What follows belongs to an exercise in optimizing a design on an open flow for small area, a short achievable clock period and few clock cycles per item; a production flow would make more cautious choices. The RTL was checked by simulation tests, not by an equivalence proof against the original design. Power and IR drop assume default switching activity.

File: run.sh
#!/bin/bash
# synth_recipe.tcl (not shown) runs the flow's synth.tcl, then flattens the netlist and writes it again
# the make line also repeats each setting of config.mk as NAME=value (left out here)
make -C /OpenROAD-flow-scripts/flow DESIGN_CONFIG=/design/flow/config.mk WORK_HOME=/design/flow/orfs CLKGATE_MAP_FILE= SYNTH_SCRIPT=/design/flow/synth_recipe.tcl finish
File: config.mk
export PLATFORM = sky130hd
export DESIGN_NAME = bitty_core
export DESIGN_NICKNAME = bitty_core
export VERILOG_FILES = /design/flow/design.v
export SDC_FILE = /design/flow/constraint.sdc
export NUM_CORES = 4
export LEC_CHECK = 0
export CAP_MARGIN = 20
export CORE_MARGIN = 2
export CORE_UTILIZATION = 40
export SLEW_MARGIN = 20
File: constraint.sdc
create_clock -name core_clock -period 40.0 [get_ports {clk}]
set_input_delay 8.0000 -clock core_clock [delete_from_list [all_inputs] [get_ports {clk}]]
set_output_delay 8.0000 -clock core_clock [all_outputs]
set_load 0.01 [all_outputs]
File: design.v
module register (
    input clk, reset, enable,
    input [15:0] data_in,
    output reg [15:0] data_out
);
    always @(posedge clk or posedge reset) begin
        if (reset)
            data_out <= 16'h0000;
        else if (enable)
            data_out <= data_in;
    end
endmodule
module alu (
    input  [15:0] A, B,
    input  [3:0]  ALU_Sel,
    input         mode,
    output reg [15:0] ALU_Result
);
    wire s0 = (ALU_Sel == 4'd0), s1 = (ALU_Sel == 4'd1), s5 = (ALU_Sel == 4'd5),
         s6 = (ALU_Sel == 4'd6), s7 = (ALU_Sel == 4'd7), s9 = (ALU_Sel == 4'd9),
         s10 = (ALU_Sel == 4'd10), s11 = (ALU_Sel == 4'd11), s12 = (ALU_Sel == 4'd12),
         s13 = (ALU_Sel == 4'd13), s14 = (ALU_Sel == 4'd14);
    wire        inv_a  = s7 | s11 | s12 | s14;           
    wire        y_b    = s0 | s7 | s11 | s13 | s14;      
    wire        y_nb   = s1 | s9 | s10;                  
    wire        y_ones = s6;                             
    wire        cin    = ~(s0 | s6);
    wire [15:0] X = inv_a ? ~A : A;
    wire [15:0] Y = ({16{y_b}} & B) | ({16{y_nb}} & ~B) | {16{y_ones}};
    wire [16:0] S = {1'b0, X} + {1'b0, Y} + {16'd0, cin};
    wire        cout = S[16];
    wire        eq = (A == B);
    wire        big = |B[15:4];
    wire [15:0] shl = big ? 16'd0 : (A << B[3:0]);
    wire [15:0] shr = big ? 16'd0 : (A >> B[3:0]);
    always @(*) begin
        if (!mode) begin
            case (ALU_Sel)
                4'd7, 4'd9:   ALU_Result = {15'd0, ~cout};
                4'd10, 4'd11: ALU_Result = {15'd0, cout};
                4'd8:         ALU_Result = {15'd0, eq};
                4'd2, 4'd3, 4'd4, 4'd15: ALU_Result = 16'h0000;
                default:      ALU_Result = S[15:0];
            endcase
        end else begin
            case (ALU_Sel)
                4'd0:  ALU_Result = A & B;
                4'd1:  ALU_Result = A | B;
                4'd2:  ALU_Result = A ^ B;
                4'd3:  ALU_Result = ~A;
                4'd4:  ALU_Result = {A[14:0], 1'b0};
                4'd5:  ALU_Result = {1'b0, A[15:1]};
                4'd6:  ALU_Result = shl;
                4'd7:  ALU_Result = shr;
                4'd8:  ALU_Result = ~(A & B);
                4'd9:  ALU_Result = ~(A | B);
                4'd10: ALU_Result = ~(A ^ B);
                4'd11: ALU_Result = {A[7:0], A[15:8]};
                4'd12: ALU_Result = {16{eq}};
                4'd13: ALU_Result = A & ~B;
                4'd14: ALU_Result = A | ~B;
                default: ALU_Result = 16'hFFFF;
            endcase
        end
    end
endmodule
module muldiv #(parameter K = 1) (
    input             clk,
    input             first,      
    input             is_mul,
    input      [15:0] A, B,
    output reg [15:0] R,
    output reg [15:0] Q
);
    reg [15:0] r, q;
    reg [16:0] rs, d;
    integer k;
    always @(*) begin
        r = first ? 16'd0 : R;
        q = first ? A : Q;
        for (k = 0; k < K; k = k + 1) begin
            rs = {r, q[15]};
            d  = rs - {1'b0, B};
            r  = d[16] ? rs[15:0] : d[15:0];
            q  = {q[14:0], ~d[16]};
        end
    end
    always @(posedge clk) begin
        R <= is_mul ? A * B : r;
        Q <= q;
    end
endmodule
module control_unit #(parameter K = 1) (
    input        clk, reset, run,
    input  [15:0] instruction,
    output       first,
    output       is_mul,
    output       multi,
    output       done
);
    localparam integer NDIV = 16 / K;
    wire [3:0] sel  = instruction[6:3];
    wire       mode = instruction[2];
    assign is_mul = ~mode & (sel == 4'd2);
    wire   is_div = ~mode & ((sel == 4'd3) | (sel == 4'd4));
    assign multi  = is_mul | is_div;
    reg [4:0] cnt;
    assign first = (cnt == 5'd0);
    wire last = is_mul ? (cnt == 5'd1) : (cnt == NDIV);
    assign done = run & (~multi | last);
    always @(posedge clk or posedge reset) begin
        if (reset)
            cnt <= 5'd0;
        else if (run & multi & ~last)
            cnt <= cnt + 5'd1;
        else
            cnt <= 5'd0;
    end
endmodule
module bitty_core (
    input clk, reset, run,                   
    input [15:0] instruction,                
    output done,                             
    output [15:0] reg_s,                     
    output [15:0] alu_result                 
);
    localparam integer K = 1;                
    wire [15:0] reg_data [7:0];
    wire [2:0]  rx = instruction[15:13];
    wire [2:0]  ry = instruction[12:10];
    wire [15:0] A = reg_data[rx];
    wire [15:0] B = reg_data[ry];
    wire        first, is_mul, multi;
    wire [15:0] fast_out, R, Q;
    generate
        genvar i;
        for (i = 0; i < 8; i = i + 1) begin : gen_registers
            register reg_inst (
                .clk(clk),
                .reset(reset),
                .enable(done && (rx == i)),
                .data_in(alu_result),
                .data_out(reg_data[i])
            );
        end
    endgenerate
    assign reg_s = A;
    alu alu_inst (
        .A(A), .B(B),
        .ALU_Sel(instruction[6:3]),
        .mode(instruction[2]),
        .ALU_Result(fast_out)
    );
    muldiv #(.K(K)) md (
        .clk(clk), .first(first), .is_mul(is_mul),
        .A(A), .B(B), .R(R), .Q(Q)
    );
    assign alu_result = multi ? ((instruction[6:3] == 4'd3) ? Q : R) : fast_out;
    control_unit #(.K(K)) cu (
        .clk(clk), .reset(reset), .run(run),
        .instruction(instruction),
        .first(first), .is_mul(is_mul), .multi(multi), .done(done)
    );
endmodule
==> reports/qor.tcl <==
set qor(proportion_of_layout_cells_with_a_drive_suffix_above_1) 0.09294
set qor(criticalPathCategory) {in2out}
set qor(worst_slew_margin_rel) 0.2387
set qor(fin_skew_ns) 0.007142
set qor(synthesis.nets) 2686
set qor(setup_total_negative_slack_ns) 0
set qor(initialDrtViolationCount) 1946
set qor(synthFlopType) {dfrtp_1}
set qor(whs_path_depth) 2
set qor(place_congestion) 1.002
set qor(drt.antenna.violating_nets) 0
set qor(leakage_nw) 9.173
set qor(viasPerCell) 6.259
set qor(multi_input_comb_area_um2) 14220
set qor(ctsLongestPathBuffers) 2
set qor(post_drt_wl_per_cell_um) 25.26
set qor(postSynth.asyncResetShare) 0.8061
set qor(rr_worst_depth) 26
set qor(post_synth_num_cell_types) 105
set qor(cts_tree) {yes}
set qor(switching_fraction) 0.5074
set qor(place.port_buffers) 46
set qor(synth_edf_count) 0
set qor(final-setup-viol-count) 0
set qor(antenna_found_initial) 0
set qor(grt_start_max_net_pins) 76
set qor(critical_path.max_fanout) 46
set qor(worstReg2RegEnd) {md.R[15]$_DFF_P_}
set qor(cts-root-buf) {clkbuf_16}
set qor(grt-ovfl-total) 0
set qor(pwr_per_cell_area_nw_per_um2) 68.46
set qor(max_freq_mhz) 43.81
set qor(seq_area_um2) 3969
set qor(wl_met3_mm) 6.352
set qor(run_status) {finished clean}
set qor(drt_first_pass_iters) 5
set qor(seq_power_share) 0.174
set qor(die-area_um2) 50830
set qor(finalWirelength_mm) 76.87
set qor(p_clk_frac) 0.118
set qor(final_design_area_no_fill_um2) 21270
set qor(worstReg2RegStart) {gen_registers[5].reg_inst.data_out[2]$_DFFE_PP0P_}
set qor(timing.critical_path.to_type) {output pin}
set qor(vias) 19045
set qor(synthesis.area_um2) 19620
set qor(max_cap_viol_count) 0
set qor(count_of_standard_cell_rows) 81
set qor(postSynthCellCount) 2442
set qor(postCtsResizedCells) 0
set qor(h-tree-depth) 4
set qor(wl_met2_mm) 33.94
set qor(worstMarginPinSlew_ns) 1.113
set qor(dr.max_layer_used) {met4}
set qor(drv_slew) 0
set qor(cts.sinks) 165
set qor(min_period_over_period) 0.5707
set qor(die_x_um) 225.5
set qor(holdPathEnd) {md.Q[12]$_DFF_P_}
set qor(power_switching_mw) 0.7387
set qor(grt_first_pass_wirelength_mm) 116.0
set qor(grt_setup_unrepaired) {false}
set qor(power.combinational.fraction) 0.708
set qor(insertion_delay_ns) 0.46
set qor(routed_length_on_met1_mm) 31.45
set qor(avgSynthCellArea_um2) 8.034
set qor(die_y_um) 225.5
set qor(endpoint_required_time_on_the_critical_path_ns) 32.00
set qor(hold_start) {md.Q[11]$_DFF_P_}
set qor(proportion_of_synthesized_chip_area_in_sequential_cells) 0.2023
set qor(post-cts-setup-buffer-count) 0
set qor(final.min_clock_period_ns) 22.83
set qor(grt.total_usage) 0.3049
set qor(worst_setup_path_start_kind) {primary input}
set qor(worst-r2r-setup-slack_ns) 32.40
set qor(min_path_type) {reg2reg}
set qor(cts.clk_slew.worst_paths_ns) 0.07
set qor(yosys_warnings) 5
set qor(cts_hold_buffers) 0
set qor(vdd.ir_drop.worst_mv) 0.03370
set qor(core_area_um2) 48650
set qor(floorplan.initialDensity) 0.4033
set qor(yosys_register_bits) 165
set qor(final_net_count) 2652
set qor(dpl.hpwl_mm) 53.67
set qor(first_global_vias) 18497
set qor(power.internal_mw) 0.7173
set qor(hold_violations) 0
set qor(smallest_hold_slack_ns) 0.4549
set qor(synthToLayoutAreaGrowth_pct) 8.399
set qor(post_dp_cell_area_um2) 20670
set qor(cp_data_arrival_time_ns) 14.83
set qor(count_of_pins_on_the_block_boundary) 52
set qor(core_occupancy_in_the_finished_layout) 0.4372
set qor(filler_cell_count) 4904
set qor(drc_errors) 0
set qor(tritoncts.num_buffers) 17
set qor(num_antenna_cells) 0
==> layer usage <==
layer | vias to the layer above | global-route usage
met4 | 0 | 0.1807
li1 | 8553 | -
met1 | 9252 | 0.3938
met2 | 984 | 0.4774
met3 | 256 | 0.05332
met5 | - | 0
==> worst max-delay path, stage by stage <==
cell             delay, ns
clkdlybuf4s50_1       0.46
buf_4                 0.45
nand2_1               0.43
o2bb2ai_1             0.26
o32a_1                0.43
inv_2                 0.04
buf_4                 0.31
nor2_1                0.19
a21oi_1               0.09
o32ai_1               0.14
o21ai_0               0.15
fa_1                  0.48
fa_1                  0.48
nor2b_1               0.14
o21ai_0               0.12
a21o_1                0.26
a21oi_1               0.25
a41oi_1               0.20
a31oi_1               0.32
mux2i_1               0.22
o21ai_0               0.14
a31oi_2               0.62
inv_1                 0.08
clkdlybuf4s50_1       0.50
==> how the worst max path moves through the flow <==
stage,from,endpoint,slack [ns],cells after the start
2_1_floorplan,instruction[10],alu_result[15],19.03,28
3_3_place_gp,instruction[12],alu_result[14],17.17,24
3_5_place_dp,instruction[12],alu_result[0],17.29,24
4_1_cts,instruction[12],alu_result[0],17.28,24
5_1_grt,instruction[12],alu_result[0],16.88,24
6_report,instruction[12],alu_result[0],17.17,24
==> metrics by stage <==
| step | power (mW) | worst slack, ns | instances |
|---|---|---|---|
| floorplan | 0.9525 | 19.03 | 2442 |
| global placement | 1.245 | 17.17 | 3009 |
| detailed placement | 1.264 | 17.29 | 3011 |
| CTS | 1.444 | 17.28 | 3043 |
| global route | 1.571 | 16.88 | 3043 |
| finish | 1.456 | 17.17 | 3043 |
==> flip-flops by register name, indices dropped and copies added, names as in the netlist <==
name / count
gen_registers.reg_inst.data_out: 128
md.R: 16
md.Q: 16
cu.cnt: 5
==> power by group through the flow <==
stage	Combinational, mW	Sequential [mW]	Clock (mW)
global route	1.13	0.259	0.183
finish	1.03	0.253	0.172
CTS	1.02	0.252	0.174
global placement	0.992	0.253	0
detailed placement	1.01	0.255	0
floorplan	0.710	0.242	0
==> area by class of cell <==
cell class	instances	share of cell area
well taps	622	0.03659
repair buffers	117	0.04501
clock inverters	14	0.007707
clock buffers	18	0.02018
flip-flops and latches	165	0.1866
inverters	197	0.03501
multi-input cells	1910	0.6689
==> cells in the mapped netlist, types with 15 or more instances <==
master / instances / share of area
a31oi_1: 18 / 0.0057
ha_1: 143 / 0.091
xnor2_1: 74 / 0.033
o22ai_1: 67 / 0.021
dfxtp_1: 32 / 0.033
nand2_1: 256 / 0.049
mux2i_1: 97 / 0.049
inv_1: 187 / 0.036
nand3_1: 50 / 0.013
a211oi_1: 21 / 0.0080
o21ai_0: 134 / 0.034
nor3_1: 45 / 0.011
clkbuf_1: 100 / 0.019
dfrtp_1: 133 / 0.17
a21oi_1: 133 / 0.034
buf_1: 19 / 0.0036
a22oi_1: 17 / 0.0065
and2_1: 20 / 0.0064
mux2_2: 44 / 0.025
nor2b_1: 35 / 0.011
nor2_1: 229 / 0.044
a221oi_1: 33 / 0.015
nand2b_1: 29 / 0.0092
o221ai_1: 20 / 0.0089
a21o_1: 15 / 0.0057
fa_1: 82 / 0.084
xor2_1: 25 / 0.011
o21a_1: 23 / 0.0088
buf_2: 36 / 0.0092
o211ai_1: 38 / 0.015
o21ai_1: 22 / 0.0056
==> placed cells by master, fill, tap and decap left out, types with 9 or more instances in the layout <==
cell             synthesis  routed
o2bb2ai_1               10      10
and3_1                  10      10
o32ai_1                 10      10
nor3_1                  45      43
nor4_1                  13      13
a31oi_1                 18      18
o211ai_1                38      38
buf_4                    7      70
nor3b_1                  9       9
or3_1                   13      13
inv_1                  187     186
a21oi_1                133     133
fa_1                    82      82
nor2_1                 229     227
mux2_2                  44      44
nand2b_1                29      29
o21ai_1                 22      22
and2_1                  20      20
nand3_1                 50      50
maj3_1                  12      12
xor2_1                  25      24
o21ai_0                134     134
a21o_1                  15      15
xnor2_1                 74      74
o22ai_1                 67      64
dfxtp_1                 32      32
dfrtp_1                133     133
nor2b_1                 35      35
clkdlybuf4s50_1          0      38
ha_1                   143     143
a221oi_1                33      32
a22oi_1                 17      17
or2_2                    9       9
o21a_1                  23      23
clkbuf_16                0      17
a211oi_1                21      21
nand3b_1                10      10
o221ai_1                20      20
mux2i_1                 97      97
nand2_1                256     256
==> logic make-up after synthesis <==
| group | after synthesis | synth area share |
|---|---|---|
| flip-flops | 165 | 0.2023 |
| AND/OR/NAND/NOR | 766 | 0.1838 |
| adder cells (fa/ha/maj) | 237 | 0.1810 |
| XOR/XNOR | 103 | 0.04879 |
| buffers and inverters | 367 | 0.07691 |
| AO/OA/AOI/OAI | 656 | 0.2261 |
| multiplexers | 148 | 0.08106 |
Testbench counts, summed over its fixed seeds: cycles 16,557, instrs 12,000.

==> separate check: timing with driven ports <==
No port has a modelled driver above. Below, the same layout with a new extraction and two added sets of constraints. Step 1 assumes that a clkbuf_16 drives the clock port and a buf_2 every other input. Step 2 moves the port delays by t, midway between the first and last clock arrival at a register: inputs arrive t later, outputs are due t later. That takes back most of the time a late clock gives input paths. Three values: ideal ports, drivers, drivers and shift; two values: the first two.
t (ns): 0.516
slack for setup (ns): 17.173 / 17.151 / 17.151
worst register clock-pin slew, ns: 0.07 / 0.07
After both steps this run still meets setup and hold. The setup slack of this run moves by -0.022 ns with the drivers and by -0.022 ns with both steps.
